What follows belongs to an exercise in optimizing a design on an open flow for small area; a production flow would make more cautious choices. The RTL was checked by simulation tests, not by an equivalence proof against the original design.

==> flow/design.v, too long to show whole: its modules and the start of the top module <==
// module ff: 14 lines
// module alu: 312 lines
// module regfile: 290 lines
// module mux_alu_op_a: 27 lines
// module mux_alu_op_b: 22 lines
// module mux_int_bus: 33 lines
// module mux_mem_addr: 30 lines
// module mux_mem_dout: 27 lines
// module datapath: 219 lines
// module fsm: 847 lines
// module decoder: 1981 lines
// module controller: 149 lines
// module cpu: 151 lines
// module memory_control: 55 lines
// module z80: 95 lines
module z80 (
    input clk,
    input n_reset,
    input n_int,
    input n_nmi,
    input [7:0] din,
    output reg n_iorq,
    output reg n_halt,
    output reg n_m1,
    output reg n_mreq,
    output reg n_rd,
    output reg n_wr,
    output reg [15:0] addr,
    output reg [7:0] dout,
    output reg dout_en
);
  // ...
==> flow/run.sh <==
#!/bin/bash
# synth_recipe.tcl (not shown) runs the flow's synth.tcl, then flattens the netlist and writes it again
# the make line also repeats each setting of config.mk as NAME=value (left out here)
make -C /OpenROAD-flow-scripts/flow DESIGN_CONFIG=/design/flow/config.mk WORK_HOME=/design/flow/orfs CLKGATE_MAP_FILE= SYNTH_SCRIPT=/design/flow/synth_recipe.tcl finish
==> flow/config.mk <==
export PLATFORM = sky130hd
export DESIGN_NAME = z80
export DESIGN_NICKNAME = z80
export VERILOG_FILES = /design/flow/design.v
export SDC_FILE = /design/flow/constraint.sdc
export NUM_CORES = 4
export LEC_CHECK = 0
export ABC_AREA = 1
export CAP_MARGIN = 10
export CORE_MARGIN = 2
export CORE_UTILIZATION = 40
export SLEW_MARGIN = 10
==> flow/constraint.sdc <==
create_clock -name core_clock -period 12.0 [get_ports {clk}]
set_input_delay 2.4000 -clock core_clock [delete_from_list [all_inputs] [get_ports {clk}]]
set_output_delay 2.4000 -clock core_clock [all_outputs]
set_load 0.01 [all_outputs]
==> results.cfg, run 1 <==
[run_status]
status = complete, no violations

[clocking]
cts_tree = done
worstSkewPairLatency_ps = 610
root_buffer = clkbuf_16

[yosys]
synthTopCellsByCount = nand2_1 (1,161), inv_1 (567), nor2_1 (543)
yosys_warnings = 14
muxShareOfSynthArea = 0.00453
synth-xor-area-share = 0.00617
synth_area_leaders = dfrtp_1 (26%), nand2_1 (15%), inv_1 (7.1%)
synth-edff-count = 0

[final_layout]
area_delta_synth_final_pct = 10.9
seqCellArea_um2 = 8040
fin_area_um2 = 33100
area_share_nonclk_buffers = 0.0401
clk_share = 0.0426

[sta]
max_slew.worst_pin.slew_ps = 1380
slew_viol_final = 0
fmax_ghz = 0.0889
fin_skew_ps = 33.2
tns_ps = 0
rsz0062_at_grt = no

[global_routing]
groute.usage.overall = 0.473
grt_max_degree = 89

[drt]
wl_mm = 187

[floorplanning]
die_w_um = 277
core_um2 = 74200
die_area_um2 = 76800
ios = 43
num_tap_cells = 969
initial_core_util = 0.402

[worst_hold_path]
min_from = cpu_i.datapath_i.regfile_i.ep[7]$_DFFE_PN0P_

[setup_path]
cp_slowest_stage_delay_ps = 910
rr_worst_depth = 50
crit_end = cpu_i.datapath_i.regfile_i.ix[15]$_DFFE_PN0P_
==> module alu, before the edit <==
module alu (
    input [6-1:0] mode,
    input [15:0] op_a,
    input [15:0] op_b,
    input [5:0] flags_in,
    input iff2,
    input [2:0] bitselect,
    output reg [15:0] data_out,
    output reg [5:0] flags_out
);
localparam ALU_MODE_ADD       = 6'd0;
localparam ALU_MODE_ADC       = 6'd1;
localparam ALU_MODE_SUB       = 6'd2;
localparam ALU_MODE_SBC       = 6'd3;
localparam ALU_MODE_ADD_16BIT = 6'd4;
localparam ALU_MODE_ADC_16BIT = 6'd5;
localparam ALU_MODE_SBC_16BIT = 6'd6;
localparam ALU_MODE_AND       = 6'd7;
localparam ALU_MODE_OR        = 6'd8;
localparam ALU_MODE_XOR       = 6'd9;
localparam ALU_MODE_CP        = 6'd10;
localparam ALU_MODE_INC       = 6'd11;
localparam ALU_MODE_DEC       = 6'd12;
localparam ALU_MODE_CPL       = 6'd13;
localparam ALU_MODE_NEG       = 6'd14;
localparam ALU_MODE_CCF       = 6'd15;
localparam ALU_MODE_SCF       = 6'd16;
localparam ALU_MODE_RLCA      = 6'd17;
localparam ALU_MODE_RLA       = 6'd18;
localparam ALU_MODE_RRCA      = 6'd19;
localparam ALU_MODE_RRA       = 6'd20;
localparam ALU_MODE_RLC       = 6'd21;
localparam ALU_MODE_RL        = 6'd22;
localparam ALU_MODE_RRC       = 6'd23;
localparam ALU_MODE_RR        = 6'd24;
localparam ALU_MODE_SLA       = 6'd25;
localparam ALU_MODE_SRA       = 6'd26;
localparam ALU_MODE_SRL       = 6'd27;
localparam ALU_MODE_RLD       = 6'd28;
localparam ALU_MODE_RRD       = 6'd29;
localparam ALU_MODE_BIT       = 6'd30;
localparam ALU_MODE_SET       = 6'd31;
localparam ALU_MODE_RES       = 6'd32;
localparam ALU_MODE_IN        = 6'd33;
localparam ALU_MODE_INI       = 6'd34;
localparam ALU_MODE_LDAI      = 6'd35;
localparam ALU_MODE_CPB       = 6'd36;
localparam ALU_MODE_DAA       = 6'd37;
localparam FLAG_IDX_S  = 5;
localparam FLAG_IDX_Z  = 4;
localparam FLAG_IDX_H  = 3;
localparam FLAG_IDX_PV = 2;
localparam FLAG_IDX_N  = 1;
localparam FLAG_IDX_C  = 0;
wire m_adc   = (mode == ALU_MODE_ADC);
wire m_sub   = (mode == ALU_MODE_SUB);
wire m_sbc   = (mode == ALU_MODE_SBC);
wire m_add16 = (mode == ALU_MODE_ADD_16BIT);
wire m_adc16 = (mode == ALU_MODE_ADC_16BIT);
wire m_sbc16 = (mode == ALU_MODE_SBC_16BIT);
wire m_and   = (mode == ALU_MODE_AND);
wire m_or    = (mode == ALU_MODE_OR);
wire m_xor   = (mode == ALU_MODE_XOR);
wire m_cp    = (mode == ALU_MODE_CP);
wire m_inc   = (mode == ALU_MODE_INC);
wire m_dec   = (mode == ALU_MODE_DEC);
wire m_cpl   = (mode == ALU_MODE_CPL);
wire m_neg   = (mode == ALU_MODE_NEG);
wire m_ccf   = (mode == ALU_MODE_CCF);
wire m_scf   = (mode == ALU_MODE_SCF);
wire m_rlca  = (mode == ALU_MODE_RLCA);
wire m_rla   = (mode == ALU_MODE_RLA);
wire m_rrca  = (mode == ALU_MODE_RRCA);
wire m_rra   = (mode == ALU_MODE_RRA);
wire m_rlc   = (mode == ALU_MODE_RLC);
wire m_rl    = (mode == ALU_MODE_RL);
wire m_rrc   = (mode == ALU_MODE_RRC);
wire m_rr    = (mode == ALU_MODE_RR);
wire m_sla   = (mode == ALU_MODE_SLA);
wire m_sra   = (mode == ALU_MODE_SRA);
wire m_srl   = (mode == ALU_MODE_SRL);
wire m_rld   = (mode == ALU_MODE_RLD);
wire m_rrd   = (mode == ALU_MODE_RRD);
wire m_bit   = (mode == ALU_MODE_BIT);
wire m_set   = (mode == ALU_MODE_SET);
wire m_res   = (mode == ALU_MODE_RES);
wire m_in    = (mode == ALU_MODE_IN);
wire m_ini   = (mode == ALU_MODE_INI);
wire m_ldai  = (mode == ALU_MODE_LDAI);
wire m_cpb   = (mode == ALU_MODE_CPB);
wire m_daa   = (mode == ALU_MODE_DAA);
wire cin = flags_in[FLAG_IDX_C];
wire m_logic = m_and | m_or | m_xor;
wire m_rotl  = m_rlca | m_rlc | m_rla | m_rl | m_sla;
wire m_rotr  = m_rrca | m_rrc | m_rra | m_rr | m_sra | m_srl;
wire m_arith = ~(m_logic | m_rotl | m_rotr | m_set | m_res | m_cpl |
                 m_rld | m_rrd | m_daa);
wire sub   = m_sub | m_sbc | m_sbc16 | m_cp | m_neg | m_cpb;
wire carry = m_adc | m_adc16 | m_sbc | m_sbc16;
wire cin0  = sub ^ (carry & cin);
wire [15:0] add_a = m_neg ? 16'h0000 : op_a;
wire [15:0] add_b = sub ? ~op_b :
                    m_inc ? 16'h0001 :
                    (m_dec | m_ini) ? 16'hFFFF : op_b;
wire [4:0] s0 = { 1'b0, add_a[3:0] } + { 1'b0, add_b[3:0] } + { 4'b0000, cin0 };
wire [3:0] s1 = { 1'b0, add_a[6:4] } + { 1'b0, add_b[6:4] } + { 3'b000, s0[4] };
wire       s7 = add_a[7] ^ add_b[7] ^ s1[3];
wire       c7 = (s1[3] & (add_a[7] ^ add_b[7])) | (add_a[7] & add_b[7]);
wire [4:0] s2 = { 1'b0, add_a[11:8] } + { 1'b0, add_b[11:8] } + { 4'b0000, c7 };
wire [3:0] s3 = { 1'b0, add_a[14:12] } + { 1'b0, add_b[14:12] } + { 3'b000, s2[4] };
wire       s15 = add_a[15] ^ add_b[15] ^ s3[3];
wire       c15 = (s3[3] & (add_a[15] ^ add_b[15])) | (add_a[15] & add_b[15]);
wire [15:0] sum = { s15, s3[2:0], s2[3:0], s7, s1[2:0], s0[3:0] };
wire cout3  = s0[4] & m_arith;
wire cin7   = s1[3] & m_arith;
wire cout7  = c7 & m_arith;
wire cout11 = s2[4] & m_arith;
wire cin15  = s3[3] & m_arith;
wire cout15 = c15 & m_arith;
wire [7:0] bitmask = 8'h01 << bitselect;
wire [7:0] da = op_a[7:0];
wire       daa_n = flags_in[FLAG_IDX_N];
wire       daa_lo = (da[3:0] > 4'h9) | flags_in[FLAG_IDX_H];
wire [7:0] daa_t = daa_lo ? (daa_n ? da - 8'h06 : da + 8'h06) : da;
wire       daa_tc = daa_lo & (daa_n ? (da < 8'h06) : (da >= 8'hFA));
wire       daa_hi = (daa_t[7:4] > 4'h9) | cin;
wire [7:0] daa_out = daa_hi ? { daa_n ? daa_t[7:4] - 4'h6 : daa_t[7:4] + 4'h6, daa_t[3:0] } : daa_t;
wire       daa_c = cin | (daa_hi & (daa_tc | (daa_n ? (daa_t < 8'h60) : (daa_t[7:4] > 4'h9))));
wire       daa_h = daa_lo ? (daa_n ? (da[3:0] < 4'h6) : (da[3:0] > 4'h9)) : flags_in[FLAG_IDX_H];
always @* begin
    data_out = ({16{m_arith}} & sum)
             | ({16{m_and}} & (op_a & op_b))
             | ({16{m_or}}  & (op_a | op_b))
             | ({16{m_xor}} & (op_a ^ op_b))
             | ({16{m_cpl}} & ~op_a)
             | ({16{m_set}} & (op_a | { 8'h00, bitmask }))
             | ({16{m_res}} & (op_a & { 8'hFF, ~bitmask }))
             | ({16{m_rld}} & { op_b[3:0], op_a[3:0], op_a[7:4], op_b[7:4] })
             | ({16{m_rrd}} & { op_a[3:0], op_b[7:4], op_a[7:4], op_b[3:0] })
             | ({16{m_daa}} & { 8'h00, daa_out })
             | ({16{m_rotl}} & { 8'h00, op_a[6:0],
                   (m_rlca | m_rlc) & op_a[7] | (m_rla | m_rl) & cin })
             | ({16{m_rotr}} & { 8'h00,
                   (m_rrca | m_rrc) & op_a[0] | (m_rra | m_rr) & cin | m_sra & op_a[7],
                   op_a[7:1] });
    flags_out = flags_in;
    case (mode)
        ALU_MODE_INC: begin
            flags_out[FLAG_IDX_S]  = data_out[7];
            flags_out[FLAG_IDX_Z]  = ~|data_out[7:0];
            flags_out[FLAG_IDX_H]  = cout3;
            flags_out[FLAG_IDX_PV] = cin7 ^ cout7;
            flags_out[FLAG_IDX_N]  = 1'b0;
        end
        ALU_MODE_SUB,
        ALU_MODE_CP,
        ALU_MODE_NEG,
        ALU_MODE_SBC: begin
            flags_out[FLAG_IDX_S]  = data_out[7];
            flags_out[FLAG_IDX_Z]  = ~|data_out[7:0];
            flags_out[FLAG_IDX_H]  = ~cout3;
            flags_out[FLAG_IDX_PV] = cin7 ^ cout7;
            flags_out[FLAG_IDX_N]  = 1'b1;
            flags_out[FLAG_IDX_C]  = ~cout7;
        end
        ALU_MODE_DEC: begin
            flags_out[FLAG_IDX_S]  = data_out[7];
            flags_out[FLAG_IDX_Z]  = ~|data_out[7:0];
            flags_out[FLAG_IDX_H]  = (op_a[3:0] == 4'h0);
            flags_out[FLAG_IDX_PV] = cin7 ^ cout7;
            flags_out[FLAG_IDX_N]  = 1'b1;
        end
        ALU_MODE_ADD_16BIT: begin
            flags_out[FLAG_IDX_H] = cout11;
            flags_out[FLAG_IDX_N] = 1'b0;
            flags_out[FLAG_IDX_C] = cout15;
        end
        ALU_MODE_ADC_16BIT: begin
            flags_out[FLAG_IDX_S]  = data_out[15];
            flags_out[FLAG_IDX_Z]  = ~|data_out;
            flags_out[FLAG_IDX_H]  = cout11;
            flags_out[FLAG_IDX_PV] = cin15 ^ cout15;
            flags_out[FLAG_IDX_N]  = 1'b0;
            flags_out[FLAG_IDX_C]  = cout15;
        end
        ALU_MODE_SBC_16BIT: begin
            flags_out[FLAG_IDX_S]  = data_out[15];
            flags_out[FLAG_IDX_Z]  = ~|data_out;
            flags_out[FLAG_IDX_H]  = ~cout11;
            flags_out[FLAG_IDX_PV] = cin15 ^ cout15;
            flags_out[FLAG_IDX_N]  = 1'b1;
            flags_out[FLAG_IDX_C]  = ~cout15;
        end
        ALU_MODE_AND: begin
            flags_out[FLAG_IDX_S]  = data_out[7];
            flags_out[FLAG_IDX_Z]  = ~|data_out[7:0];
            flags_out[FLAG_IDX_H]  = 1'b1;
            flags_out[FLAG_IDX_PV] = ~^data_out[7:0];
            flags_out[FLAG_IDX_N]  = 1'b0;
            flags_out[FLAG_IDX_C]  = 1'b0;
        end
        ALU_MODE_OR,
        ALU_MODE_XOR: begin
            flags_out[FLAG_IDX_S]  = data_out[7];
            flags_out[FLAG_IDX_Z]  = ~|data_out[7:0];
            flags_out[FLAG_IDX_H]  = 1'b0;
            flags_out[FLAG_IDX_PV] = ~^data_out[7:0];
            flags_out[FLAG_IDX_N]  = 1'b0;
            flags_out[FLAG_IDX_C]  = 1'b0;
        end
        ALU_MODE_RLCA,
        ALU_MODE_RLA: begin
            flags_out[FLAG_IDX_H] = 1'b0;
            flags_out[FLAG_IDX_N] = 1'b0;
            flags_out[FLAG_IDX_C] = op_a[7];
        end
        ALU_MODE_RRCA,
        ALU_MODE_RRA: begin
            flags_out[FLAG_IDX_H] = 1'b0;
            flags_out[FLAG_IDX_N] = 1'b0;
            flags_out[FLAG_IDX_C] = op_a[0];
        end
        ALU_MODE_RLC,
        ALU_MODE_RL,
        ALU_MODE_SLA: begin
            flags_out[FLAG_IDX_S]  = data_out[7];
            flags_out[FLAG_IDX_Z]  = ~|data_out[7:0];
            flags_out[FLAG_IDX_H]  = 1'b0;
            flags_out[FLAG_IDX_PV] = ~^data_out[7:0];
            flags_out[FLAG_IDX_N]  = 1'b0;
            flags_out[FLAG_IDX_C]  = op_a[7];
        end
        ALU_MODE_RRC,
        ALU_MODE_RR,
        ALU_MODE_SRA,
        ALU_MODE_SRL: begin
            flags_out[FLAG_IDX_S]  = data_out[7];
            flags_out[FLAG_IDX_Z]  = ~|data_out[7:0];
            flags_out[FLAG_IDX_H]  = 1'b0;
            flags_out[FLAG_IDX_PV] = ~^data_out[7:0];
            flags_out[FLAG_IDX_N]  = 1'b0;
            flags_out[FLAG_IDX_C]  = op_a[0];
        end
        ALU_MODE_BIT: begin
            flags_out[FLAG_IDX_Z] = ~|(op_a[7:0] & bitmask);
            flags_out[FLAG_IDX_H] = 1'b1;
            flags_out[FLAG_IDX_N] = 1'b0;
        end
        ALU_MODE_DAA: begin
            flags_out[FLAG_IDX_S]  = data_out[7];
            flags_out[FLAG_IDX_Z]  = ~|data_out[7:0];
            flags_out[FLAG_IDX_H]  = daa_h;
            flags_out[FLAG_IDX_PV] = ~^data_out[7:0];
            flags_out[FLAG_IDX_C]  = daa_c;
        end
        ALU_MODE_LDAI: begin
            flags_out[FLAG_IDX_S]  = op_a[7];
            flags_out[FLAG_IDX_Z]  = ~|op_a[7:0];
            flags_out[FLAG_IDX_H]  = 1'b0;
            flags_out[FLAG_IDX_PV] = iff2;
            flags_out[FLAG_IDX_N]  = 1'b0;
        end
        ALU_MODE_CPB: begin
            flags_out[FLAG_IDX_S] = data_out[7];
            flags_out[FLAG_IDX_Z] = ~|data_out[7:0];
            flags_out[FLAG_IDX_H] = ~cout3;
            flags_out[FLAG_IDX_N] = 1'b1;
        end
        ALU_MODE_CPL: begin
            flags_out[FLAG_IDX_H] = 1'b1;
            flags_out[FLAG_IDX_N] = 1'b1;
        end
        ALU_MODE_CCF: begin
            flags_out[FLAG_IDX_H] = cin;
            flags_out[FLAG_IDX_N] = 1'b0;
            flags_out[FLAG_IDX_C] = ~cin;
        end
        ALU_MODE_SCF: begin
            flags_out[FLAG_IDX_H] = 1'b0;
            flags_out[FLAG_IDX_N] = 1'b0;
            flags_out[FLAG_IDX_C] = 1'b1;
        end
        ALU_MODE_RLD,
        ALU_MODE_RRD: begin
            flags_out[FLAG_IDX_S]  = data_out[7];
            flags_out[FLAG_IDX_Z]  = ~|data_out[7:0];
            flags_out[FLAG_IDX_H]  = 1'b0;
            flags_out[FLAG_IDX_PV] = ~^data_out[7:0];
            flags_out[FLAG_IDX_N]  = 1'b0;
        end
        ALU_MODE_IN: begin
            flags_out[FLAG_IDX_S]  = op_a[7];
            flags_out[FLAG_IDX_Z]  = ~|op_a[7:0];
            flags_out[FLAG_IDX_H]  = 1'b0;
            flags_out[FLAG_IDX_PV] = ~^op_a[7:0];
            flags_out[FLAG_IDX_N]  = 1'b0;
        end
        ALU_MODE_INI: begin
            flags_out[FLAG_IDX_Z] = ~|data_out;
            flags_out[FLAG_IDX_N] = 1'b1;
        end
        default: begin  
            flags_out[FLAG_IDX_S]  = data_out[7];
            flags_out[FLAG_IDX_Z]  = ~|data_out[7:0];
            flags_out[FLAG_IDX_H]  = cout3;
            flags_out[FLAG_IDX_PV] = cin7 ^ cout7;
            flags_out[FLAG_IDX_N]  = 1'b0;
            flags_out[FLAG_IDX_C]  = cout7;
        end
    endcase
end
endmodule
==> module z80, before the edit <==
module z80 (
    input clk,
    input n_reset,
    input n_int,
    input n_nmi,
    input [7:0] din,
    output reg n_iorq,
    output reg n_halt,
    output reg n_m1,
    output reg n_mreq,
    output reg n_rd,
    output reg n_wr,
    output reg [15:0] addr,
    output reg [7:0] dout,
    output reg dout_en
);
wire cpu_n_halt;
wire cpu_n_halt_we;
wire cpu_n_iorq;
wire cpu_n_pmem;
wire cpu_n_m1;
wire cpu_n_mreq;
wire cpu_n_rd;
wire cpu_n_wr;
wire [15:0] cpu_addr;
wire [7:0] cpu_din;
wire [7:0] cpu_dout;
wire cpu_dout_en;
wire ext_n_mreq;
wire ext_n_rd;
wire ext_n_wr;
wire ipram_loaded;
always @(posedge clk or negedge n_reset) begin
    if (!n_reset) begin
        n_halt  <= 1'b1;
        n_iorq  <= 1'b1;
        n_m1    <= 1'b1;
        n_mreq  <= 1'b1;
        n_rd    <= 1'b1;
        n_wr    <= 1'b1;
        addr    <= 16'h0000;
        dout    <= 8'h00;
        dout_en <= 1'b0;
    end
    else begin
        if (cpu_n_halt_we)
            n_halt <= cpu_n_halt;
        n_iorq  <= cpu_n_iorq;
        n_m1    <= cpu_n_m1;
        n_mreq  <= ext_n_mreq;
        n_rd    <= ext_n_rd;
        n_wr    <= ext_n_wr;
        addr    <= cpu_addr;
        dout <= cpu_dout;
        dout_en <= cpu_dout_en;
    end
end
cpu cpu_i (
    .clk(clk),
    .n_reset(n_reset),
    .ipram_loaded(ipram_loaded),
    .int_n_int(n_int),
    .int_n_nmi(n_nmi),
    .mem_din(cpu_din),
    .halt_n_halt(cpu_n_halt),
    .halt_n_halt_we(cpu_n_halt_we),
    .io_n_iorq(cpu_n_iorq),
    .mem_n_pmem(cpu_n_pmem),
    .mem_n_m1(cpu_n_m1),
    .mem_n_mreq(cpu_n_mreq),
    .mem_n_rd(cpu_n_rd),
    .mem_n_wr(cpu_n_wr),
    .mem_addr(cpu_addr),
    .mem_dout(cpu_dout),
    .mem_dout_en(cpu_dout_en)
);
memory_control memory_control_i (
    .clk(clk),
    .n_reset(n_reset),
    .int_n_iorq(cpu_n_iorq),
    .int_n_pmem(cpu_n_pmem),
    .int_n_m1(cpu_n_m1),
    .int_n_mreq(cpu_n_mreq),
    .int_n_rd(cpu_n_rd),
    .int_n_wr(cpu_n_wr),
    .int_addr(cpu_addr),
    .int_din(cpu_dout),
    .ext_din(din),
    .int_ipram_loaded(ipram_loaded),
    .int_dout(cpu_din),
    .ext_n_mreq(ext_n_mreq),
    .ext_n_rd(ext_n_rd),
    .ext_n_wr(ext_n_wr)
);
endmodule
==> run 2, diff against run 1 <==
--- a/flow/design.v
+++ b/flow/design.v
@@ -117,18 +117,22 @@
 wire [15:0] add_a = m_neg ? 16'h0000 : op_a;
 wire [15:0] add_b = sub ? ~op_b :
                     m_inc ? 16'h0001 :
                     (m_dec | m_ini) ? 16'hFFFF : op_b;
 wire [4:0] s0 = { 1'b0, add_a[3:0] } + { 1'b0, add_b[3:0] } + { 4'b0000, cin0 };
 wire [3:0] s1 = { 1'b0, add_a[6:4] } + { 1'b0, add_b[6:4] } + { 3'b000, s0[4] };
 wire       s7 = add_a[7] ^ add_b[7] ^ s1[3];
 wire       c7 = (s1[3] & (add_a[7] ^ add_b[7])) | (add_a[7] & add_b[7]);
-wire [4:0] s2 = { 1'b0, add_a[11:8] } + { 1'b0, add_b[11:8] } + { 4'b0000, c7 };
-wire [3:0] s3 = { 1'b0, add_a[14:12] } + { 1'b0, add_b[14:12] } + { 3'b000, s2[4] };
+wire [4:0] s2_0 = { 1'b0, add_a[11:8] } + { 1'b0, add_b[11:8] };
+wire [3:0] s3_0 = { 1'b0, add_a[14:12] } + { 1'b0, add_b[14:12] } + { 3'b000, s2_0[4] };
+wire [4:0] s2_1 = { 1'b0, add_a[11:8] } + { 1'b0, add_b[11:8] } + 5'd1;
+wire [3:0] s3_1 = { 1'b0, add_a[14:12] } + { 1'b0, add_b[14:12] } + { 3'b000, s2_1[4] };
+wire [4:0] s2 = c7 ? s2_1 : s2_0;
+wire [3:0] s3 = c7 ? s3_1 : s3_0;
 wire       s15 = add_a[15] ^ add_b[15] ^ s3[3];
 wire       c15 = (s3[3] & (add_a[15] ^ add_b[15])) | (add_a[15] & add_b[15]);
 wire [15:0] sum = { s15, s3[2:0], s2[3:0], s7, s1[2:0], s0[3:0] };
 wire cout3  = s0[4] & m_arith;
 wire cin7   = s1[3] & m_arith;
 wire cout7  = c7 & m_arith;
 wire cout11 = s2[4] & m_arith;
 wire cin15  = s3[3] & m_arith;
@@ -1006,60 +1010,60 @@
     output reg int_iff2,
     output reg int_sampled_int,
     output reg int_sampled_nmi,
     output reg [2-1:0] int_mode,
     output reg [6-1:0] state
 );
 localparam FSM_STATE_IDLE              = 6'd0;
 localparam FSM_STATE_INSTR_FETCH1_1    = 6'd1;
-localparam FSM_STATE_INSTR_FETCH1_2    = 6'd2;
-localparam FSM_STATE_INSTR_FETCH1_3    = 6'd3;
-localparam FSM_STATE_INSTR_FETCH2_1    = 6'd4;
-localparam FSM_STATE_INSTR_FETCH2_2    = 6'd5;
+localparam FSM_STATE_INSTR_FETCH1_2    = 6'd3;
+localparam FSM_STATE_INSTR_FETCH1_3    = 6'd2;
+localparam FSM_STATE_INSTR_FETCH2_1    = 6'd5;
+localparam FSM_STATE_INSTR_FETCH2_2    = 6'd7;
 localparam FSM_STATE_INSTR_FETCH2_3    = 6'd6;
-localparam FSM_STATE_INSTR_FETCH3_1    = 6'd7;
-localparam FSM_STATE_INSTR_FETCH3_2    = 6'd8;
-localparam FSM_STATE_INSTR_FETCH3_3    = 6'd9;
-localparam FSM_STATE_OP_FETCH1_1       = 6'd10;
-localparam FSM_STATE_OP_FETCH1_2       = 6'd11;
-localparam FSM_STATE_OP_FETCH1_3       = 6'd12;
-localparam FSM_STATE_OP_FETCH2_1       = 6'd13;
-localparam FSM_STATE_OP_FETCH2_2       = 6'd14;
-localparam FSM_STATE_OP_FETCH2_3       = 6'd15;
-localparam FSM_STATE_MEM_READ1_1       = 6'd16;
-localparam FSM_STATE_MEM_READ1_2       = 6'd17;
-localparam FSM_STATE_MEM_READ1_3       = 6'd18;
-localparam FSM_STATE_MEM_READ2_1       = 6'd19;
-localparam FSM_STATE_MEM_READ2_2       = 6'd20;
-localparam FSM_STATE_MEM_READ2_3       = 6'd21;
-localparam FSM_STATE_MEM_WRITE1_1      = 6'd22;
-localparam FSM_STATE_MEM_WRITE1_2      = 6'd23;
-localparam FSM_STATE_MEM_WRITE1_3      = 6'd24;
-localparam FSM_STATE_MEM_WRITE2_1      = 6'd25;
-localparam FSM_STATE_MEM_WRITE2_2      = 6'd26;
-localparam FSM_STATE_MEM_WRITE2_3      = 6'd27;
-localparam FSM_STATE_IO_READ_1         = 6'd28;
-localparam FSM_STATE_IO_READ_2         = 6'd29;
-localparam FSM_STATE_IO_READ_3         = 6'd30;
-localparam FSM_STATE_IO_WRITE_1        = 6'd31;
-localparam FSM_STATE_IO_WRITE_2        = 6'd32;
-localparam FSM_STATE_IO_WRITE_3        = 6'd33;
-localparam FSM_STATE_ACK_INT_1         = 6'd34;
-localparam FSM_STATE_ACK_INT_2         = 6'd35;
-localparam FSM_STATE_ACK_INT_3         = 6'd36;
-localparam FSM_STATE_ACK_INT_4         = 6'd37;
-localparam FSM_STATE_ACK_NMI_1         = 6'd38;
-localparam FSM_STATE_ACK_NMI_2         = 6'd39;
-localparam FSM_STATE_PRE_INSTR_FETCH_1 = 6'd40;
-localparam FSM_STATE_PRE_MEM_READ_1    = 6'd41;
-localparam FSM_STATE_PRE_MEM_READ_2    = 6'd42;
-localparam FSM_STATE_PRE_MEM_WRITE_1   = 6'd43;
+localparam FSM_STATE_INSTR_FETCH3_1    = 6'd9;
+localparam FSM_STATE_INSTR_FETCH3_2    = 6'd11;
+localparam FSM_STATE_INSTR_FETCH3_3    = 6'd10;
+localparam FSM_STATE_OP_FETCH1_1       = 6'd13;
+localparam FSM_STATE_OP_FETCH1_2       = 6'd15;
+localparam FSM_STATE_OP_FETCH1_3       = 6'd14;
+localparam FSM_STATE_OP_FETCH2_1       = 6'd17;
+localparam FSM_STATE_OP_FETCH2_2       = 6'd19;
+localparam FSM_STATE_OP_FETCH2_3       = 6'd18;
+localparam FSM_STATE_MEM_READ1_1       = 6'd21;
+localparam FSM_STATE_MEM_READ1_2       = 6'd23;
+localparam FSM_STATE_MEM_READ1_3       = 6'd22;
+localparam FSM_STATE_MEM_READ2_1       = 6'd25;
+localparam FSM_STATE_MEM_READ2_2       = 6'd27;
+localparam FSM_STATE_MEM_READ2_3       = 6'd26;
+localparam FSM_STATE_MEM_WRITE1_1      = 6'd29;
+localparam FSM_STATE_MEM_WRITE1_2      = 6'd31;
+localparam FSM_STATE_MEM_WRITE1_3      = 6'd30;
+localparam FSM_STATE_MEM_WRITE2_1      = 6'd33;
+localparam FSM_STATE_MEM_WRITE2_2      = 6'd35;
+localparam FSM_STATE_MEM_WRITE2_3      = 6'd34;
+localparam FSM_STATE_IO_READ_1         = 6'd37;
+localparam FSM_STATE_IO_READ_2         = 6'd39;
+localparam FSM_STATE_IO_READ_3         = 6'd38;
+localparam FSM_STATE_IO_WRITE_1        = 6'd41;
+localparam FSM_STATE_IO_WRITE_2        = 6'd43;
+localparam FSM_STATE_IO_WRITE_3        = 6'd42;
+localparam FSM_STATE_ACK_INT_1         = 6'd4;
+localparam FSM_STATE_ACK_INT_2         = 6'd8;
+localparam FSM_STATE_ACK_INT_3         = 6'd12;
+localparam FSM_STATE_ACK_INT_4         = 6'd16;
+localparam FSM_STATE_ACK_NMI_1         = 6'd20;
+localparam FSM_STATE_ACK_NMI_2         = 6'd24;
+localparam FSM_STATE_PRE_INSTR_FETCH_1 = 6'd28;
+localparam FSM_STATE_PRE_MEM_READ_1    = 6'd32;
+localparam FSM_STATE_PRE_MEM_READ_2    = 6'd36;
+localparam FSM_STATE_PRE_MEM_WRITE_1   = 6'd40;
 localparam FSM_STATE_PRE_MEM_WRITE_2   = 6'd44;
-localparam FSM_STATE_BLOCK_TRANSFER    = 6'd45;
+localparam FSM_STATE_BLOCK_TRANSFER    = 6'd48;
 localparam INT_MODE_0 = 2'b00;
 localparam INT_MODE_1 = 2'b01;
 localparam INT_MODE_2 = 2'b10;
 localparam OP_PREFIX_NONE  = 3'd0;
 localparam OP_PREFIX_DD    = 3'd1;
 localparam OP_PREFIX_FD    = 3'd2;
 localparam OP_PREFIX_ED    = 3'd3;
 localparam OP_PREFIX_CB    = 3'd4;
@@ -1922,60 +1926,60 @@
 localparam ALU_MODE_RES       = 6'd32;
 localparam ALU_MODE_IN        = 6'd33;
 localparam ALU_MODE_INI       = 6'd34;
 localparam ALU_MODE_LDAI      = 6'd35;
 localparam ALU_MODE_CPB       = 6'd36;
 localparam ALU_MODE_DAA       = 6'd37;
 localparam FSM_STATE_IDLE              = 6'd0;
 localparam FSM_STATE_INSTR_FETCH1_1    = 6'd1;
-localparam FSM_STATE_INSTR_FETCH1_2    = 6'd2;
-localparam FSM_STATE_INSTR_FETCH1_3    = 6'd3;
-localparam FSM_STATE_INSTR_FETCH2_1    = 6'd4;
-localparam FSM_STATE_INSTR_FETCH2_2    = 6'd5;
+localparam FSM_STATE_INSTR_FETCH1_2    = 6'd3;
+localparam FSM_STATE_INSTR_FETCH1_3    = 6'd2;
+localparam FSM_STATE_INSTR_FETCH2_1    = 6'd5;
+localparam FSM_STATE_INSTR_FETCH2_2    = 6'd7;
 localparam FSM_STATE_INSTR_FETCH2_3    = 6'd6;
-localparam FSM_STATE_INSTR_FETCH3_1    = 6'd7;
-localparam FSM_STATE_INSTR_FETCH3_2    = 6'd8;
-localparam FSM_STATE_INSTR_FETCH3_3    = 6'd9;
-localparam FSM_STATE_OP_FETCH1_1       = 6'd10;
-localparam FSM_STATE_OP_FETCH1_2       = 6'd11;
-localparam FSM_STATE_OP_FETCH1_3       = 6'd12;
-localparam FSM_STATE_OP_FETCH2_1       = 6'd13;
-localparam FSM_STATE_OP_FETCH2_2       = 6'd14;
-localparam FSM_STATE_OP_FETCH2_3       = 6'd15;
-localparam FSM_STATE_MEM_READ1_1       = 6'd16;
-localparam FSM_STATE_MEM_READ1_2       = 6'd17;
-localparam FSM_STATE_MEM_READ1_3       = 6'd18;
-localparam FSM_STATE_MEM_READ2_1       = 6'd19;
-localparam FSM_STATE_MEM_READ2_2       = 6'd20;
-localparam FSM_STATE_MEM_READ2_3       = 6'd21;
-localparam FSM_STATE_MEM_WRITE1_1      = 6'd22;
-localparam FSM_STATE_MEM_WRITE1_2      = 6'd23;
-localparam FSM_STATE_MEM_WRITE1_3      = 6'd24;
-localparam FSM_STATE_MEM_WRITE2_1      = 6'd25;
-localparam FSM_STATE_MEM_WRITE2_2      = 6'd26;
-localparam FSM_STATE_MEM_WRITE2_3      = 6'd27;
-localparam FSM_STATE_IO_READ_1         = 6'd28;
-localparam FSM_STATE_IO_READ_2         = 6'd29;
-localparam FSM_STATE_IO_READ_3         = 6'd30;
-localparam FSM_STATE_IO_WRITE_1        = 6'd31;
-localparam FSM_STATE_IO_WRITE_2        = 6'd32;
-localparam FSM_STATE_IO_WRITE_3        = 6'd33;
-localparam FSM_STATE_ACK_INT_1         = 6'd34;
-localparam FSM_STATE_ACK_INT_2         = 6'd35;
-localparam FSM_STATE_ACK_INT_3         = 6'd36;
-localparam FSM_STATE_ACK_INT_4         = 6'd37;
-localparam FSM_STATE_ACK_NMI_1         = 6'd38;
-localparam FSM_STATE_ACK_NMI_2         = 6'd39;
-localparam FSM_STATE_PRE_INSTR_FETCH_1 = 6'd40;
-localparam FSM_STATE_PRE_MEM_READ_1    = 6'd41;
-localparam FSM_STATE_PRE_MEM_READ_2    = 6'd42;
-localparam FSM_STATE_PRE_MEM_WRITE_1   = 6'd43;
+localparam FSM_STATE_INSTR_FETCH3_1    = 6'd9;
+localparam FSM_STATE_INSTR_FETCH3_2    = 6'd11;
+localparam FSM_STATE_INSTR_FETCH3_3    = 6'd10;
+localparam FSM_STATE_OP_FETCH1_1       = 6'd13;
+localparam FSM_STATE_OP_FETCH1_2       = 6'd15;
+localparam FSM_STATE_OP_FETCH1_3       = 6'd14;
+localparam FSM_STATE_OP_FETCH2_1       = 6'd17;
+localparam FSM_STATE_OP_FETCH2_2       = 6'd19;
+localparam FSM_STATE_OP_FETCH2_3       = 6'd18;
+localparam FSM_STATE_MEM_READ1_1       = 6'd21;
+localparam FSM_STATE_MEM_READ1_2       = 6'd23;
+localparam FSM_STATE_MEM_READ1_3       = 6'd22;
+localparam FSM_STATE_MEM_READ2_1       = 6'd25;
+localparam FSM_STATE_MEM_READ2_2       = 6'd27;
+localparam FSM_STATE_MEM_READ2_3       = 6'd26;
+localparam FSM_STATE_MEM_WRITE1_1      = 6'd29;
+localparam FSM_STATE_MEM_WRITE1_2      = 6'd31;
+localparam FSM_STATE_MEM_WRITE1_3      = 6'd30;
+localparam FSM_STATE_MEM_WRITE2_1      = 6'd33;
+localparam FSM_STATE_MEM_WRITE2_2      = 6'd35;
+localparam FSM_STATE_MEM_WRITE2_3      = 6'd34;
+localparam FSM_STATE_IO_READ_1         = 6'd37;
+localparam FSM_STATE_IO_READ_2         = 6'd39;
+localparam FSM_STATE_IO_READ_3         = 6'd38;
+localparam FSM_STATE_IO_WRITE_1        = 6'd41;
+localparam FSM_STATE_IO_WRITE_2        = 6'd43;
+localparam FSM_STATE_IO_WRITE_3        = 6'd42;
+localparam FSM_STATE_ACK_INT_1         = 6'd4;
+localparam FSM_STATE_ACK_INT_2         = 6'd8;
+localparam FSM_STATE_ACK_INT_3         = 6'd12;
+localparam FSM_STATE_ACK_INT_4         = 6'd16;
+localparam FSM_STATE_ACK_NMI_1         = 6'd20;
+localparam FSM_STATE_ACK_NMI_2         = 6'd24;
+localparam FSM_STATE_PRE_INSTR_FETCH_1 = 6'd28;
+localparam FSM_STATE_PRE_MEM_READ_1    = 6'd32;
+localparam FSM_STATE_PRE_MEM_READ_2    = 6'd36;
+localparam FSM_STATE_PRE_MEM_WRITE_1   = 6'd40;
 localparam FSM_STATE_PRE_MEM_WRITE_2   = 6'd44;
-localparam FSM_STATE_BLOCK_TRANSFER    = 6'd45;
+localparam FSM_STATE_BLOCK_TRANSFER    = 6'd48;
 localparam INT_MODE_0 = 2'b00;
 localparam INT_MODE_1 = 2'b01;
 localparam INT_MODE_2 = 2'b10;
 localparam MUX_ALU_OP_A_SEL_REGFILE_OUT_8BIT_A  = 3'd0;
 localparam MUX_ALU_OP_A_SEL_REGFILE_OUT_16BIT_A = 3'd1;
 localparam MUX_ALU_OP_A_SEL_REG_MEM_ADDR        = 3'd2;
 localparam MUX_ALU_OP_A_SEL_REG_MEM_DIN         = 3'd3;
 localparam MUX_ALU_OP_A_SEL_REG_PC              = 3'd4;
@@ -4198,39 +4202,30 @@
 wire [7:0] cpu_din;
 wire [7:0] cpu_dout;
 wire cpu_dout_en;
 wire ext_n_mreq;
 wire ext_n_rd;
 wire ext_n_wr;
 wire ipram_loaded;
 always @(posedge clk or negedge n_reset) begin
-    if (!n_reset) begin
-        n_halt  <= 1'b1;
-        n_iorq  <= 1'b1;
-        n_m1    <= 1'b1;
-        n_mreq  <= 1'b1;
-        n_rd    <= 1'b1;
-        n_wr    <= 1'b1;
-        addr    <= 16'h0000;
-        dout    <= 8'h00;
-        dout_en <= 1'b0;
-    end
-    else begin
-        if (cpu_n_halt_we)
-            n_halt <= cpu_n_halt;
-        n_iorq  <= cpu_n_iorq;
-        n_m1    <= cpu_n_m1;
-        n_mreq  <= ext_n_mreq;
-        n_rd    <= ext_n_rd;
-        n_wr    <= ext_n_wr;
-        addr    <= cpu_addr;
-        dout <= cpu_dout;
-        dout_en <= cpu_dout_en;
-    end
+    if (!n_reset)
+        n_halt <= 1'b1;
+    else if (cpu_n_halt_we)
+        n_halt <= cpu_n_halt;
+end
+always @(posedge clk) begin
+    n_iorq  <= cpu_n_iorq;
+    n_m1    <= cpu_n_m1;
+    n_mreq  <= ext_n_mreq;
+    n_rd    <= ext_n_rd;
+    n_wr    <= ext_n_wr;
+    addr    <= cpu_addr;
+    dout <= cpu_dout;
+    dout_en <= cpu_dout_en;
 end
 cpu cpu_i (
     .clk(clk),
     .n_reset(n_reset),
     .ipram_loaded(ipram_loaded),
     .int_n_int(n_int),
     .int_n_nmi(n_nmi),
     .mem_din(cpu_din),
==> flow/flow/run.sh (new file) <==
#!/bin/bash
# Own layout flow: the standard ORFS flow, with one change in synthesis:
# the ABC technology-mapping script (flow/abc.script) replaces ORFS's
# abc_speed/abc_area script. Everything before and after ABC (including
# dfflibmap, so every register keeps its name and cell type) is the standard flow's
# standard synthesis (synth_recipe.tcl) unchanged.
set -euo pipefail
W=$PWD
F=$W/flow

# Synthesis script: synth_recipe.tcl with a hook, inserted after its first
# line, that points ABC at flow/abc.script.
{
  head -n 1 synth_recipe.tcl
  cat <<EOT
set ::own_abc_script {$F/abc.script}
proc own_abc_hook {args} {
  set i [lsearch -exact \$::abc_args -script]
  if {\$i >= 0 && [lindex \$::abc_args [expr {\$i + 1}]] ne \$::own_abc_script} {
    set ::abc_args [lreplace \$::abc_args [expr {\$i + 1}] [expr {\$i + 1}] \$::own_abc_script]
  }
}
trace add variable ::abc_args write own_abc_hook
EOT
  tail -n +2 synth_recipe.tcl
} > own_synth.tcl

sed "s#SYNTH_SCRIPT=[^ ]*#SYNTH_SCRIPT=$W/own_synth.tcl#" standard.sh > own_standard.sh
grep -q "SYNTH_SCRIPT=$W/own_synth.tcl" own_standard.sh

# Extra ORFS make variables for the layout steps, one VAR=VALUE per line.
EXTRA=()
if [[ -f $F/make_vars.txt ]]; then
  while IFS= read -r line; do
    [[ -z "$line" || "$line" == \#* ]] && continue
    EXTRA+=("$line")
  done < "$F/make_vars.txt"
fi

bash own_standard.sh synth > synth.log 2>&1
grep -q "own_abc_script\|$F/abc.script" orfs/logs/*/z80/base/1_2_yosys.log
bash own_standard.sh "${EXTRA[@]}" finish > layout.log 2>&1
test -s out/final.def
==> flow/flow/abc.script (new file) <==
strash
&get -n
&deepsyn -T 300
&put
dch -f
amap -F 4 -A 8
topo
stime -c
==> flow/flow/make_vars.txt (new file) <==
CTS_ARGS=-sink_clustering_enable -repair_clock_nets -buf_list {sky130_fd_sc_hd__clkbuf_4 sky130_fd_sc_hd__clkbuf_8} -dont_use_dummy_load
BUFFER_PORTS_ARGS=-buffer_cell sky130_fd_sc_hd__buf_1
GPL_KEEP_OVERFLOW=0
==> flow/standard.sh (new file) <==
#!/bin/bash
# synth_recipe.tcl (not shown) runs the flow's synth.tcl, then flattens the netlist and writes it again
# the make line also repeats each setting of config.mk as NAME=value (left out here)
make -C /OpenROAD-flow-scripts/flow DESIGN_CONFIG=/design/flow/config.mk WORK_HOME=/design/flow/orfs CLKGATE_MAP_FILE= SYNTH_SCRIPT=/design/flow/synth_recipe.tcl "${@:-finish}"
==> flow/config.mk (replaced) <==
export PLATFORM = sky130hd
export DESIGN_NAME = z80
export DESIGN_NICKNAME = z80
export VERILOG_FILES = /design/flow/design.v
export SDC_FILE = /design/flow/constraint.sdc
export NUM_CORES = 4
export LEC_CHECK = 0
export CAP_MARGIN = 20
export CORE_MARGIN = 2
export CORE_UTILIZATION = 40
export SETUP_SLACK_MARGIN = 0.5
export SLEW_MARGIN = 20
removed: flow/run.sh
==> run 2 against run 1 <==
Worst setup slack got worse by 32 ps; clock-buffer cell count increased by 1; sequential share of layout area increased by 5.2 points; wire length decreased by 21%; final area decreased by 19%.
==> results.cfg, run 2 <==
[run_status]
status = complete, no violations

[global_routing]
grt-ovfl-total = 0
groute.usage.overall = 0.500
grt_pass1_vias = 27029
grt_max_degree = 39
antenna_found_initial = 3
grt_pass1_wl_mm = 203

[flow_run]
cap_violations = 0

[yosys]
ys_seq_elements = 321
synth_ff_type = dfrtp_1
synth-edff-count = 0
synth_top_family_by_area = compound AO/OA/AOI/OAI gates
synth_cells = 2926
async_reset_ff_frac = 0.907
synth-compound-area-share = 0.351
yosys.cell_count.top_type = nor2_1
yosys_warnings = 14
synthAdderAreaFrac = 0.0413
synth-simple-area-share = 0.175
ys_seq_area_frac = 0.353
synth-xor-area-share = 0.000783
syn_area_um2 = 22400
muxShareOfSynthArea = 0
synthTopCellsByCount = nor2_1 (502), clkinv_1 (475), dfrtp_1 (290)
synth_area_leaders = dfrtp_1 (32%), nor2_1 (8.4%), clkinv_1 (8.0%)
netlist.area_leader.share = 0.325
syn_avg_cell_area_um2 = 7.64
synth_fp_nets = 3007
yosys.area.top_type = dfrtp_1
ys_types = 56

[worst_hold_path]
hp-class = register to register

[setup_path]
critPathLaunchType = register
cp_slowest_stage_delay_ps = 1170
cp_max_fo = 17
end_kind = register
critPathSlowestCell = o221ai_1
crit_path_frequent_cell = clkinv_1
worstSetupPathType = register to register
critPathRequiredTime_ps = 12560
critical_path_arrival_ps = 11850

[sta]
max_slew.worst_pin.slew_ps = 1320
fmax_ghz = 0.0886
slew_viol_final = 0
rsz0062_at_grt = no
min_period_over_period = 0.940
setup_viol = 0
post-route-min-period_ps = 11290
fin_skew_ps = 55.0
finalHoldViolCount = 0
relSlewSlack = 0.123
layout_setup_ws_ps = 715

[clocking]
clock-sinks = 321
hold_buffers = 0
clk_pin_slew_ps = 50
cts_max_level = 2
root_buffer = clkbuf_8
worstSkewPairLatency_ps = 700
clockBufferDepth = 3
cts_tree = done
cts_inserted_buffers = 58

[drt]
drtAntennaViolNets = 0
via_count = 29221
drt_iter0_markers = 5771
wl_per_cell_um = 37.9
firstDrtPassIters = 12
viasPerCell = 7.48
route.detailed.drc = 0
wl_mm = 148

[placement]
portBuffers = 42
dp.cells = 3770
place.gp.congestion = 1.17
place_ws_ps = -3090
hpwl_mm = 114

[final_layout]
drive_above_1_share = 0.145
postLayoutCoreUtil = 0.485
layout_common_cells = nor2_1 (430), clkinv_1 (415), dfrtp_1 (279), o22ai_1 (219), o21ai_0 (203)
fillCellCount = 5559
final_common_cell = nor2_1
area_delta_synth_final_pct = 19.7
nNetsFinal = 3229
fin_cells = 3905

[floorplanning]
dieHeight_um = 240
initial_core_util = 0.405
ios = 43
die_area_um2 = 57800
core_um2 = 55200
num_rows = 86
die_w_um = 240
==> run 2: cell types whose count changed in the layout (fill, tap and decap cells not counted), moves of 50 or more <==
cell	previous run	this run
inv_2	85	9
nand3_1	278	43
nor2_1	540	430
nand2_2	65	6
nand4_1	96	11
inv_1	566	0
nand2_1	1161	152
o21ai_0	389	203
a222oi_1	0	99
clkinv_1	10	415
o22ai_1	118	219
clkbuf_8	8	58
==> run 2: stage by stage <==
stage                     area (um2)  hold WS (ps)  setup TNS [ps]
after floorplan                22400           439               0
after global placement         23500           462        -2802120
after detailed placement       24400           467         -232170
after CTS                      26200           482               0
after global routing           26700           516               0
final                          26800           492               0
==> run 2: worst paths after layout <==
check / start / to / slack (ps) / cells after the start
worst max-delay path: cpu_i.datapath_i.reg_instr_i.q[3]$_DFFE_PN0P_ / cpu_i.datapath_i.regfile_i.f[7]$_DFFE_PN0P_ / 710 / 34
worst min-delay path: cpu_i.datapath_i.reg_mem_dout_i.q[9]$_DFFE_PN0P_ / cpu_i.datapath_i.reg_mem_dout_i.q[9]$_DFFE_PN0P_ / 490 / 2
worst max register to register: cpu_i.datapath_i.reg_instr_i.q[3]$_DFFE_PN0P_ / cpu_i.datapath_i.regfile_i.f[7]$_DFFE_PN0P_ / 710 / 34
worst min register to register: cpu_i.datapath_i.reg_mem_dout_i.q[9]$_DFFE_PN0P_ / cpu_i.datapath_i.reg_mem_dout_i.q[9]$_DFFE_PN0P_ / 490 / 2
max in group asynchronous: n_reset / cpu_i.datapath_i.regfile_i.lp[3]$_DFFE_PN0P_ / 8880 / 5
min in group asynchronous: n_reset / cpu_i.datapath_i.reg_op_prefix_i.q[2]$_DFFE_PN0P_ / 1780 / 1
==> run 2: cells by family after synthesis <==
logic type | count (synthesis)
compound gates | 1142
simple gates | 916
buf+inv | 476
flops | 321
fa+ha+maj | 69
xor+xnor | 2
==> run 2: worst max-delay path, delay by kind of cell (launching register included) <==
kind                       cells  cell delay, ps
AOI/OAI and AO/OA             12            4420
adders and majority gates      2             740
buffers and inverters          8            2930
DFF                            1             500
and+or+nand+nor               12            2570
==> run 2: area by class of cell <==
| cell class | count | area (um2) | share of cell area |
|---|---|---|---|
| Inverter | 475 | 1910 | 0.0715 |
| Tap cell | 748 | 936 | 0.0350 |
| Antenna cell | 11 | 27.5 | 0.00103 |
| Sequential cell | 321 | 7910 | 0.295 |
| Multi-Input combinational cell | 2129 | 13900 | 0.520 |
| Timing Repair Buffer | 163 | 1260 | 0.0473 |
| Clock buffer | 58 | 798 | 0.0298 |
==> run 2: timing repair <==
action,CTS,global route
setup buffers,33,32
pin swaps,16,23
resized for setup,220,97
setup endpoints to repair,166,48
hold endpoints to repair,0,0
==> run 2: layer usage <==
layer,track usage,up-vias,share of wire
li1,-,11537,-
met5,0.0346,-,0.0022
met1,0.622,14053,0.36
met4,0.318,12,0.083
met2,0.669,2823,0.38
met3,0.258,796,0.17
==> run 3, diff against run 2 <==
==> flow/flow/abc.script (replaced) <==
strash
&get -n
&deepsyn -T 600
&put
dch -f
amap -F 4 -A 8
topo
stime -c
--- a/flow/config.mk
+++ b/flow/config.mk
@@ -8,5 +8,5 @@
 export CAP_MARGIN = 20
 export CORE_MARGIN = 2
 export CORE_UTILIZATION = 40
-export SETUP_SLACK_MARGIN = 0.5
+export SETUP_SLACK_MARGIN = 0.35
 export SLEW_MARGIN = 20
==> run 3 against run 2 <==
Still clean; final area is 0.37% higher; flip-flop and latch count stayed put; clock skew is 52 ps higher; die area is 0.64% lower; hold slack worse by 17 ps; critical path depth is 10 higher; worst setup slack worse by 190 ps; critical endpoint is now cpu_i.datapath_i.regfile_i.a[7]$_DFFE_PN0P_; largest cell class unchanged.
==> results.cfg, run 3 <==
[run_status]
status = complete, no violations

[global_routing]
grt_pass1_wl_mm = 209
antenna_found_initial = 8
groute.usage.overall = 0.517
grt_pass1_vias = 27312
grt-ovfl-total = 0
grt_max_degree = 37

[yosys]
yosys.cell_count.top_type = nor2_1
async_reset_ff_frac = 0.907
netlist.area_leader.share = 0.327
synthTopCellsByCount = nor2_1 (501), clkinv_1 (463), dfrtp_1 (290)
synth_ff_type = dfrtp_1
ys_seq_area_frac = 0.355
syn_avg_cell_area_um2 = 7.70
synth_cells = 2886
yosys_warnings = 14
yosys.area.top_type = dfrtp_1
synth_fp_nets = 2967
syn_area_um2 = 22200
ys_types = 58
synth-edff-count = 0
synth_area_leaders = dfrtp_1 (33%), nor2_1 (8.5%), clkinv_1 (7.8%)
ys_seq_elements = 321

[final_layout]
multi_input_area_um2 = 14000
area_delta_synth_final_pct = 20.9
seqCellArea_um2 = 7910
layout_common_cells = nor2_1 (430), clkinv_1 (412), dfrtp_1 (278), o22ai_1 (228), a21oi_1 (186)
drive_above_1_share = 0.151
final_common_cell = nor2_1
fin_area_um2 = 26900
postLayoutCoreUtil = 0.488
nNetsFinal = 3203
fillCellCount = 5413
fin_cells = 3877

[worst_hold_path]
holdPathStages = 2
hp-class = register to register

[placement]
dp.cells = 3755
place.gp.congestion = 1.20
place_ws_ps = -3980
place_area_um2 = 24500
hpwl_mm = 117
portBuffers = 42

[setup_path]
critPathSlowestCell = a211oi_1
worstSetupPathType = register to register
end_kind = register
cp_slowest_stage_delay_ps = 660
critPathLaunchType = register
cp_max_fo = 14
rr_worst_depth = 44
critical_path_arrival_ps = 12030
critPathRequiredTime_ps = 12560

[sta]
relSlewSlack = 0.0880
slew_viol_final = 0
max_slew.worst_pin.slew_ps = 1370
min_period_over_period = 0.956
fin_skew_ps = 107
rsz0062_at_grt = no
setup_viol = 0
fmax_ghz = 0.0872
layout_setup_ws_ps = 526
finalHoldViolCount = 0
post-route-min-period_ps = 11470
finalHoldWorstSlack_ps = 476
tns_ps = 0

[floorplanning]
dieHeight_um = 240
initial_core_util = 0.404
die_area_um2 = 57400
die_w_um = 240
core_um2 = 55000
ios = 43
num_rows = 86

[clocking]
worstSkewPairLatency_ps = 710
clock-sinks = 321
cts_tree = done
clockBufferDepth = 3
root_buffer = clkbuf_8
clk_pin_slew_ps = 60
cts_inserted_buffers = 57
cts_max_level = 2

[drt]
drt_iter0_markers = 6167
wl_per_cell_um = 39.0
firstDrtPassIters = 14
viasPerCell = 7.59
drtAntennaViolNets = 0
via_count = 29429
wl_mm = 151
route.detailed.drc = 0

[flow_run]
cap_violations = 0
run 3: what timing repair did:
action                     in CTS  in global routing
setup endpoints to repair     164                 36
resized for setup             161                135
setup buffers                  10                 44
pin swaps                       6                 12
hold buffers                    0                  0
run 3: kinds of logic after synthesis:
logic type	after synthesis	share of synthesized area
xor+xnor	3	0.00118
buf+inv	464	0.0784
compound gates	1120	0.347
simple gates	909	0.177
flops	321	0.355
fa+ha+maj	69	0.0416
run 3: layout make-up:
class,instances,area share
Antenna cell,9,0.000839
Multi-Input combinational cell,2101,0.519
Timing Repair Buffer,178,0.0516
Clock buffer,57,0.0292
Inverter,463,0.0695
Sequential cell,321,0.295
Tap cell,748,0.0349
run 3: metal layers:
metal | wire [um] | part of all wire | track usage
met2 | 58700 | 0.39 | 0.712
met3 | 24300 | 0.16 | 0.219
met5 | 276 | 0.0018 | 0.0260
met1 | 51900 | 0.34 | 0.622
met4 | 16300 | 0.11 | 0.420
run 3: worst paths after layout:
path,from,to,slack (ps)
setup / recovery,cpu_i.datapath_i.reg_op_prefix_i.q[1]$_DFFE_PN0P_,cpu_i.datapath_i.regfile_i.a[7]$_DFFE_PN0P_,530
hold / removal,cpu_i.datapath_i.regfile_i.ap[4]$_DFFE_PN0P_,cpu_i.datapath_i.regfile_i.a[4]$_DFFE_PN0P_,480
setup reg to reg,cpu_i.datapath_i.reg_op_prefix_i.q[1]$_DFFE_PN0P_,cpu_i.datapath_i.regfile_i.a[7]$_DFFE_PN0P_,530
hold reg to reg,cpu_i.datapath_i.regfile_i.ap[4]$_DFFE_PN0P_,cpu_i.datapath_i.regfile_i.a[4]$_DFFE_PN0P_,480
max in group asynchronous,n_reset,n_halt$_DFFE_PN1P_,8710
min in group asynchronous,n_reset,cpu_i.datapath_i.reg_mem_din_lo_i.q[3]$_DFFE_PN0P_,1740
run 3: worst max-delay path, delay by kind of cell (launching register included):
family	cells	cell delay, ps
AO/OA/AOI/OAI	17	4630
adder cells (fa/ha/maj)	6	2430
AND/OR/NAND/NOR	12	2120
buffers and inverters	9	1760
flip-flops	1	470
==> run 4, diff against run 3 <==
==> flow/flow/make_vars.txt (replaced) <==
CTS_ARGS=-sink_clustering_enable -repair_clock_nets -buf_list {sky130_fd_sc_hd__clkbuf_8} -dont_use_dummy_load -sink_clustering_size 20 -sink_clustering_max_diameter 50
BUFFER_PORTS_ARGS=-buffer_cell sky130_fd_sc_hd__buf_1
GPL_KEEP_OVERFLOW=0
==> run 4 against run 3 <==
Clock skew decreased by 5.4 ps; core utilization decreased by 0.79 points; still clean on timing, DRC and antenna; via count decreased by 0.31%; clock-buffer cell count decreased by 14; highest routed layer unchanged; flip-flop and latch count unchanged; critical path type unchanged; first-iteration DRC count decreased by 1.3%; global-route usage barely moved; hold slack improved by 11 ps; synthesized cell count unchanged.
==> results.cfg, run 4 <==
[drt]
top_layer = met5
route.detailed.drc = 0
wl_per_cell_um = 39.1
met1Wirelength_mm = 50.9
met3WireLength_mm = 24.5
drtAntennaViolNets = 0
drt_iter0_markers = 6088
firstDrtPassIters = 12
via_count = 29338
wl_mm = 150
wl_met2_mm = 58.2
viasPerCell = 7.63

[final_layout]
area_delta_synth_final_pct = 18.9
nNetsFinal = 3169
seqCellArea_um2 = 7910
layout_common_cells = nor2_1 (433), clkinv_1 (416), dfrtp_1 (280), o22ai_1 (228), a21oi_1 (186)
drive_above_1_share = 0.137
fin_cells = 3843
final_common_cell = nor2_1
multi_input_area_um2 = 13900
fin_area_um2 = 26400
fillCellCount = 5404

[worst_hold_path]
min_from = cpu_i.datapath_i.regfile_i.ap[4]$_DFFE_PN0P_
hp-class = register to register

[floorplanning]
core_um2 = 55000
dieHeight_um = 240
die_area_um2 = 57400
die_w_um = 240
ios = 43
initial_core_util = 0.404
num_rows = 86

[setup_path]
critPathSlowestCell = fa_1
critPathLaunchType = register
critPathLaunch = cpu_i.datapath_i.reg_op_prefix_i.q[1]$_DFFE_PN0P_
cp_slowest_stage_delay_ps = 540
cp_max_fo = 10
critPathRequiredTime_ps = 12540
rr_startpoint = cpu_i.datapath_i.reg_op_prefix_i.q[1]$_DFFE_PN0P_
end_kind = register
worstSetupPathType = register to register
critical_path_arrival_ps = 11910

[yosys]
synth-edff-count = 0
ys_seq_area_frac = 0.355
syn_area_um2 = 22200
yosys.area.top_type = dfrtp_1
yosys.cell_count.top_type = nor2_1
synth_fp_nets = 2967
async_reset_ff_frac = 0.907
yosys_warnings = 14
synthTopCellsByCount = nor2_1 (501), clkinv_1 (463), dfrtp_1 (290)
netlist.area_leader.share = 0.327
ys_types = 58
synth_area_leaders = dfrtp_1 (33%), nor2_1 (8.5%), clkinv_1 (7.8%)
synth_cells = 2886
synth_ff_type = dfrtp_1
syn_avg_cell_area_um2 = 7.70
ys_seq_elements = 321

[clocking]
clock-sinks = 321
root_buffer = clkbuf_8
worstSkewPairLatency_ps = 690
cts_inserted_buffers = 43
clockBufferDepth = 3
cts_max_level = 2
hold_buffers = 0
cts_tree = done
clk_pin_slew_ps = 90

[run_status]
status = complete, no violations

[sta]
relSlewSlack = 0.141
finalHoldWorstSlack_ps = 487
fin_skew_ps = 101
fmax_ghz = 0.0880
slew_viol_final = 0
min_period_over_period = 0.947
setup_viol = 0
max_slew.worst_pin.slew_ps = 1280
layout_setup_ws_ps = 632
rsz0062_at_grt = no
post-route-min-period_ps = 11370
finalHoldViolCount = 0

[global_routing]
grt-ovfl-total = 0
groute.usage.overall = 0.517
grt_max_degree = 37
grt_pass1_wl_mm = 208
antenna_found_initial = 14
grt_pass1_vias = 27224

[flow_run]
cap_violations = 0

[placement]
portBuffers = 42
place_area_um2 = 24500
place.gp.congestion = 1.20
dp.cells = 3755
place_ws_ps = -3980
hpwl_mm = 117
-- run 4: cell counts after synthesis --
No cell type changed its count.
-- run 4: path summary, 6_finish.rpt --
path / endpoint / slack [ps] / cells past startpoint
hold / removal: cpu_i.datapath_i.regfile_i.a[4]$_DFFE_PN0P_ / 490 / 2
min in group asynchronous: cpu_i.datapath_i.reg_mem_din_lo_i.q[3]$_DFFE_PN0P_ / 1750 / 1
setup reg to reg: cpu_i.datapath_i.regfile_i.a[7]$_DFFE_PN0P_ / 630 / 45
max in group asynchronous: n_halt$_DFFE_PN1P_ / 8680 / 5
setup / recovery: cpu_i.datapath_i.regfile_i.a[7]$_DFFE_PN0P_ / 630 / 45
hold reg to reg: cpu_i.datapath_i.regfile_i.a[4]$_DFFE_PN0P_ / 490 / 2
-- run 4: area by class of cell --
class                      count  area share
multi-input combinational   2101       0.525
tap                          748      0.0354
timing repair buffer         158      0.0468
clock buffer                  43      0.0224
inverter                     463      0.0699
sequential                   321       0.299
antenna                        9    0.000852
-- run 4: metrics by stage --
stage	setup TNS, ps	util
after detailed placement	-258850	0.446
after global routing	0	0.480
after floorplan	0	-
after global placement	-2610180	0.424
final	0	0.481
after CTS	0	0.469
-- run 4: repair_timing --
item / 4_1_cts / 5_1_grt
pin swaps: 6 / 10
endpoints found under the setup margin: 165 / 36
hold endpoints to repair: 0 / 0
resized for setup: 163 / 109
buffers inserted: 11 / 23
-- run 4: critical path: cells and delay by family (launching register included) --
kind / cells / cell delay [ps]
buffers and inverters: 7 / 1440
AND/OR/NAND/NOR: 17 / 3660
adder cells (fa/ha/maj): 6 / 2410
AO/OA/AOI/OAI: 15 / 3280
flip-flops: 1 / 460
-- run 4: logic make-up (layout without fill, tap and decap cells) --
| family | count (synthesis) | after routing | share of synthesized area |
|---|---|---|---|
| AND/OR/NAND/NOR | 909 | 909 | 0.177 |
| XOR/XNOR | 3 | 3 | 0.00118 |
| buffers and inverters | 464 | 664 | 0.0784 |
| flip-flops | 321 | 321 | 0.355 |
| adder cells (fa/ha/maj) | 69 | 69 | 0.0416 |
| AO/OA/AOI/OAI | 1120 | 1120 | 0.347 |
| other | 0 | 9 | 0 |
-- run 4: layer usage --
layer / global-route usage / vias to the layer above
met3: 0.227 / 976
met4: 0.407 / 10
met2: 0.716 / 3172
li1: - / 11325
met1: 0.619 / 13855
met5: 0.00693 / -
==> run 5, diff against run 4 <==
==> flow/flow/abc.script (replaced) <==
strash
&get -n
&deepsyn -T 300
&put
dch -f
amap -F 4 -A 8
topo
stime -c
--- a/flow/config.mk
+++ b/flow/config.mk
@@ -8,5 +8,5 @@
 export CAP_MARGIN = 20
 export CORE_MARGIN = 2
 export CORE_UTILIZATION = 40
-export SETUP_SLACK_MARGIN = 0.35
+export SETUP_SLACK_MARGIN = 0.5
 export SLEW_MARGIN = 20
==> run 5 against run 4 <==
Still clean; flip-flop and latch count did not move; global-route usage fell by 1.9 points.
==> results.cfg, run 5 <==
[drt]
wl_mm = 147
viasPerCell = 7.46
wl_per_cell_um = 37.9
drtAntennaViolNets = 0
drt_iter0_markers = 6297

[yosys]
syn_avg_cell_area_um2 = 7.64
yosys_warnings = 14
synth_fp_nets = 3007
yosys.cell_count.top_type = nor2_1
synth_ff_type = dfrtp_1
synth_area_leaders = dfrtp_1 (32%), nor2_1 (8.4%), clkinv_1 (8.0%)
async_reset_ff_frac = 0.907
ys_types = 56
synth-edff-count = 0

[setup_path]
end_kind = register
path_buf_inv = 10
critPathRequiredTime_ps = 12550
rrSetupSlack_ps = 640
cp_max_fo = 12
critPathLaunch = cpu_i.datapath_i.regfile_i.b[2]$_DFFE_PN0P_
critical_path_arrival_ps = 11910
rr_worst_depth = 45
rr_startpoint = cpu_i.datapath_i.regfile_i.b[2]$_DFFE_PN0P_

[sta]
fin_skew_ps = 117
finalHoldViolCount = 0
layout_setup_ws_ps = 635
setup_viol = 0
slew_viol_final = 0

[final_layout]
layout_common_cells = nor2_1 (438), clkinv_1 (421), dfrtp_1 (280), o22ai_1 (219), o21ai_0 (202)
final_common_cell = nor2_1
area_delta_synth_final_pct = 18.3
nNetsFinal = 3214

[worst_hold_path]
hold_end = cpu_i.datapath_i.regfile_i.e[5]$_DFFE_PN0P_

[floorplanning]
core_um2 = 55200
die_w_um = 240

[global_routing]
antenna_found_initial = 7
grt_max_degree = 39
grt_pass1_vias = 26755
groute.usage.overall = 0.498

[clocking]
cts_tree = done
cts_max_level = 2
clock-sinks = 321
hold_buffers = 0

[flow_run]
cap_violations = 0

[placement]
portBuffers = 42

[run_status]
status = complete, no violations
run 5: how the worst max path moves through the flow:
stage / slack, ps / depth (start not counted) / to
final: 640 / 45 / cpu_i.datapath_i.regfile_i.f[6]$_DFFE_PN0P_
after floorplan: 1600 / 42 / cpu_i.datapath_i.regfile_i.a[7]$_DFFE_PN0P_
after global routing: 470 / 51 / cpu_i.datapath_i.regfile_i.f[6]$_DFFE_PN0P_
after detailed placement: -3090 / 44 / cpu_i.datapath_i.regfile_i.a[7]$_DFFE_PN0P_
after global placement: -6870 / 1 / cpu_i.datapath_i.reg_mem_din_hi_i.q[1]$_DFFE_PN0P_
after CTS: 500 / 54 / cpu_i.datapath_i.regfile_i.f[6]$_DFFE_PN0P_
run 5: through the flow:
step / utilization / hold slack (ps) / cells / cell area (um2)
floorplan: - / 439 / 2926 / 22400
global placement: 0.425 / 462 / 3715 / 23500
finish: 0.479 / 487 / 3883 / 26500
global route: 0.479 / 522 / 3880 / 26400
CTS: 0.470 / 481 / 3842 / 25900
detailed placement: 0.441 / 467 / 3770 / 24400
run 5: layout make-up:
class                           count  area, um2
Tap cell                          748        936
Sequential cell                   321       7900
Inverter                          475       1910
Clock buffer                       44        606
Multi-Input combinational cell   2129      13800
Antenna cell                        4       10.0
Fill cell                        5549      28700
Timing Repair Buffer              162       1240
run 5: what timing repair did:
item	in CTS	in global routing
cloned	0	0
endpoints found under the setup margin	166	41
gates resized for setup	225	66
buffers inserted	28	35
pin swaps	14	18
run 5: per-layer routing:
metal | part of all wire | up-vias | track usage
li1 | - | 11460 | -
met1 | 0.37 | 13872 | 0.634
met3 | 0.17 | 770 | 0.239
met4 | 0.081 | 6 | 0.307
met5 | 0.00048 | - | 0
met2 | 0.38 | 2859 | 0.669
run 5: logic make-up (layout without fill, tap and decap cells):
logic type               Yosys count  after routing  share of synthesized area
flip-flops                       321            321                      0.353
buffers and inverters            476            681                     0.0799
AND/OR/NAND/NOR                  916            916                      0.175
XOR/XNOR                           2              2                   0.000783
other                              0              4                          0
AO/OA/AOI/OAI                   1142           1142                      0.351
adder cells (fa/ha/maj)           69             69                     0.0413
run 5: worst register-to-register path: cells and delay by family (launching register included):
| kind | cells | cell delay (ps) |
|---|---|---|
| flops | 1 | 520 |
| fa+ha+maj | 5 | 1630 |
| buf+inv | 10 | 1990 |
| xor+xnor | 1 | 120 |
| simple gates | 16 | 4130 |
| compound gates | 13 | 2840 |

==> static timing again, ports no longer ideal <==
How much do the figures lean on ideal ports? The routed layouts below were timed once more, with nothing changed but the port constraints. Step 1: set_driving_cell puts a clkbuf_16 on clk and a buf_2 on each other input, an assumption about the parent block. Step 2, shift: input delay + t, output delay - t, t = (earliest + latest rising clock arrival at the registers) / 2. This alone moves slack from input paths to output paths. a / b / c = no drivers / after step 1 / after step 2; a / b = the first two.
run	t (ns)	slack for setup (ns)	worst setup path at the end	worst slew at a driven data input, ns	pins driven straight from the clock port
run 1	0.663	0.747 / 0.747 / 0.747	register to register	0.05	1
run 2	0.746	0.715 / 0.715 / 0.715	register to register	0.04	1
run 3	0.720	0.526 / 0.526 / 0.526	register to register	0.05	1
run 4	0.697	0.632 / 0.632 / 0.632	register to register	0.05	1
run 5	0.729	0.635 / 0.635 / 0.635	register to register	0.04	1
After both steps setup and hold are still met in every run listed.
